Background: an optimization exercise with open tools, aiming at small area, a short achievable clock period and few clock cycles per item. Do not read the settings as production practice. Where RTL was checked, it was by simulation tests only, not by an equivalence proof against the original. Power figures rest on the tool's default switching activity, not on a simulated workload.

==> module lc4_addlog, before the edit <==
module lc4_addlog(input  wire [15:0] ir,
                  input  wire [15:0] opa,
                  input  wire [15:0] opb,
                  input  wire        neg,
                  input  wire        cin,
                  output wire [15:0] s,
                  output wire [15:0] addres,    
                  output wire [15:0] logres);
   wire [15:0] ob = opb ^ {16{neg}};
   wire [15:0] ap = opa ^ ob;            
   wire [15:0] ag = opa & ob;            
   wire [16:0] cy;
   assign cy[0] = cin;
   genvar gj;
   generate
      for (gj = 0; gj < 16; gj = gj + 1) begin : g_add
         if (gj % 2 == 1) begin : g_la
            assign cy[gj+1] = ag[gj] | (ap[gj] & ag[gj-1]) | (ap[gj] & ap[gj-1] & cy[gj-1]);
         end else begin : g_r
            assign cy[gj+1] = ag[gj] | (ap[gj] & cy[gj]);
         end
      end
   endgenerate
   assign s = ap ^ cy[15:0];
   wire lt = ir[7] ? ~cy[16] : ((opa[15] ^ opb[15]) ? opa[15] : s[15]);
   assign addres = (ir[15:12] == 4'h2) ? {lt, s[14:1], s[0] | s[15]} : s;
   assign logres = (~ir[5] & ir[3]) ? ap : (~ir[5] & ir[4]) ? (ap | ag) : ag;
endmodule
clock: 70.0 ns
lec_check: 0
cap_margin: 20
core_margin: 2
core_utilization: 30
slew_margin: 20
synth_hierarchical: 1
standard.sh (not shown) runs the stock make flow with config.mk's settings and CLKGATE_MAP_FILE= SYNTH_SCRIPT=/design/flow/synth_recipe.tcl, a recipe that flattens the netlist after the stock synthesis.
==> flow/flow/run.sh <==
#!/bin/bash
# The standard layout, except that the ports are buffered with buf_1
# cells instead of the delay buffers buffer_ports picks by default. Each
# make run's full output goes to a log file of its own here.
set -euo pipefail
bash standard.sh synth > flow_synth.log 2>&1
bash standard.sh "BUFFER_PORTS_ARGS=-buffer_cell sky130_fd_sc_hd__buf_1" finish > flow_finish.log 2>&1
Rerun with:
--- a/flow/design.v
+++ b/flow/design.v
@@ -31,15 +31,11 @@
    wire [16:0] cy;
    assign cy[0] = cin;
    genvar gj;
    generate
       for (gj = 0; gj < 16; gj = gj + 1) begin : g_add
-         if (gj % 2 == 1) begin : g_la
-            assign cy[gj+1] = ag[gj] | (ap[gj] & ag[gj-1]) | (ap[gj] & ap[gj-1] & cy[gj-1]);
-         end else begin : g_r
-            assign cy[gj+1] = ag[gj] | (ap[gj] & cy[gj]);
-         end
+         assign cy[gj+1] = ag[gj] | (ap[gj] & cy[gj]);
       end
    endgenerate
    assign s = ap ^ cy[15:0];
    wire lt = ir[7] ? ~cy[16] : ((opa[15] ^ opb[15]) ? opa[15] : s[15]);
    assign addres = (ir[15:12] == 4'h2) ? {lt, s[14:1], s[0] | s[15]} : s;
=> The new run completed without violations; core utilization went down by 0.20 points; register-to-register slack got worse by 160 ps; design area went down by about 0.6%; non-clock buffer count went down by 10; sequential share of layout area went up by 0.16 points; worst setup slack improved by 48 ps; via count went down by about 1.2%; wire length went up by 2.8%; power went down by about 3%; clock power stays flat; global-route usage went up by 0.41 points; maximum frequency is about the same.
No functional check of the RTL was part of any run of this note.

---

== rev 12 ==
Another version of the RTL of lc4_processor (not shown whole).
Size in the first run: about 1,700 cells after synthesis, about 200 flip-flops, roughly 190 I/O pins, roughly 17,000 um2 of cells after synthesis.
==> module lc4_ldout, before the edit <==
module lc4_ldout(input  wire [15:0] dmem,
                 input  wire [15:0] res,
                 input  wire [15:0] b,
                 input  wire        is_ldr,
                 input  wire        is_str,
                 output wire [15:0] wdata,
                 output wire [2:0]  nzp,
                 output wire [15:0] dmem_data);
   assign wdata = is_ldr ? dmem : res;
   wire ld_z  = dmem == 16'd0;
   wire res_z = res == 16'd0;
   assign nzp = is_ldr ? {dmem[15], ld_z, ~dmem[15] & ~ld_z}
                       : {res[15], res_z, ~res[15] & ~res_z};
   assign dmem_data = is_ldr ? dmem : is_str ? b : 16'd0;
endmodule
Settings: LEC_CHECK=0, CAP_MARGIN=20, CORE_MARGIN=2, CORE_UTILIZATION=30, SLEW_MARGIN=20, SYNTH_HIERARCHICAL=1; clock period 70.0 ns.
==> flow/flow/run.sh <==
#!/bin/bash
# The standard layout, except that the ports are buffered with buf_1
# cells instead of the delay buffers buffer_ports picks by default, and the
# pin placer keeps the load data pins next to the outputs that pass it on
# (test_regfile_data, test_dmem_data, test_nzp_new_bits). Each make run's
# full output goes to a log file of its own here.
set -euo pipefail
bash standard.sh synth > flow_synth.log 2>&1
bash standard.sh "BUFFER_PORTS_ARGS=-buffer_cell sky130_fd_sc_hd__buf_1" \
  "PLACE_PINS_ARGS=-group_pins {i_cur_dmem_data[0] test_regfile_data[0] test_dmem_data[0] i_cur_dmem_data[1] test_regfile_data[1] test_dmem_data[1] i_cur_dmem_data[2] test_regfile_data[2] test_dmem_data[2] i_cur_dmem_data[3] test_regfile_data[3] test_dmem_data[3] i_cur_dmem_data[4] test_regfile_data[4] test_dmem_data[4] i_cur_dmem_data[5] test_regfile_data[5] test_dmem_data[5] i_cur_dmem_data[6] test_regfile_data[6] test_dmem_data[6] i_cur_dmem_data[7] test_regfile_data[7] test_dmem_data[7] test_nzp_new_bits[0] test_nzp_new_bits[1] test_nzp_new_bits[2] i_cur_dmem_data[8] test_regfile_data[8] test_dmem_data[8] i_cur_dmem_data[9] test_regfile_data[9] test_dmem_data[9] i_cur_dmem_data[10] test_regfile_data[10] test_dmem_data[10] i_cur_dmem_data[11] test_regfile_data[11] test_dmem_data[11] i_cur_dmem_data[12] test_regfile_data[12] test_dmem_data[12] i_cur_dmem_data[13] test_regfile_data[13] test_dmem_data[13] i_cur_dmem_data[14] test_regfile_data[14] test_dmem_data[14] i_cur_dmem_data[15] test_regfile_data[15] test_dmem_data[15]}" finish > flow_finish.log 2>&1
Testbench counts of rev 12, summed over its fixed seeds: cycles 164,976, insns 160,000.
Setup changes, rev 12 to rev 13
diff --git a/flow/design.v b/flow/design.v
--- a/flow/design.v
+++ b/flow/design.v
@@ -8,14 +8,29 @@
                  output wire [15:0] wdata,
                  output wire [2:0]  nzp,
                  output wire [15:0] dmem_data);
    assign wdata = is_ldr ? dmem : res;
-   wire ld_z  = dmem == 16'd0;
-   wire res_z = res == 16'd0;
-   assign nzp = is_ldr ? {dmem[15], ld_z, ~dmem[15] & ~ld_z}
-                       : {res[15], res_z, ~res[15] & ~res_z};
+   wire ld_nz, res_nz;
+   lc4_or16 zl(.d(dmem), .nz(ld_nz));
+   lc4_or16 zr(.d(res), .nz(res_nz));
+   lc4_nzpsel ns(.ldr(is_ldr), .d15(dmem[15]), .ldnz(ld_nz), .r15(res[15]), .rnz(res_nz),
+                 .nzp(nzp));
    assign dmem_data = is_ldr ? dmem : is_str ? b : 16'd0;
 endmodule
+module lc4_or16(input  wire [15:0] d,
+                output wire        nz);
+   assign nz = |d;
+endmodule
+module lc4_nzpsel(input  wire       ldr,
+                  input  wire       d15,
+                  input  wire       ldnz,
+                  input  wire       r15,
+                  input  wire       rnz,
+                  output wire [2:0] nzp);
+   assign nzp[2] = ldr ? d15 : r15;
+   assign nzp[1] = ~(ldr ? ldnz : rnz);
+   assign nzp[0] = ldr ? (~d15 & ldnz) : (~r15 & rnz);
+endmodule
 module lc4_resmux(input  wire [7:0]  sel,
                   input  wire [15:0] addres, shr, logres, sx9, hic, pc1, quo, rem,
                   output wire [15:0] res);
    assign res = ({16{sel[0]}} & addres) | ({16{sel[1]}} & shr) | ({16{sel[2]}} & logres) |
Notes after the runs:
Rev 13 ended with more clock network fraction of total power than rev 12. The higher shortest period the worst path allows came out of rev 13. Rev 13 against rev 12: clock latency on the worst-skew pair about even, power density over the cells picked up an extra about 0.9%. Total power of the final layout, rev 13 vs rev 12: up slightly. Rev 12 reports its cell with the largest stage delay on the worst path as nor4_2 while rev 13 reports nor4_1.
Only the layout flow was run in rev 13; the RTL was not checked for function there.

==> what the ideal ports hide <==
Ports are ideal in the flow. The routed layouts listed here were re-timed in OpenROAD.
Step 1: set_driving_cell puts a clkbuf_16 on clk and a buf_2 on each other input, an assumption about the parent block.
Step 2, shift: input delay + t, output delay - t, t = (earliest + latest rising clock arrival at the registers) / 2. This alone moves slack from input paths to output paths.
Three values: ideal ports, drivers, drivers and shift; two values: the first two.
run	t, ns	setup WS [ns]	clock arrival spread, ns	pins driven straight from the clock port
the first run of note 1	0.540	40.909 / 40.882 / 40.882	0.030 / 0.031	1
the second run of note 1	0.555	40.956 / 40.895 / 40.953	0.015 / 0.015	1
rev 12	0.525	40.990 / 40.970 / 40.970	0.013 / 0.012	1
rev 13	0.533	40.945 / 40.925 / 40.925	0.012 / 0.012	1
After both steps every run listed still meets setup and hold. The setup slack of the first run of note 1, which loses most, moves by -0.027 ns with the drivers and by -0.027 ns with both steps.
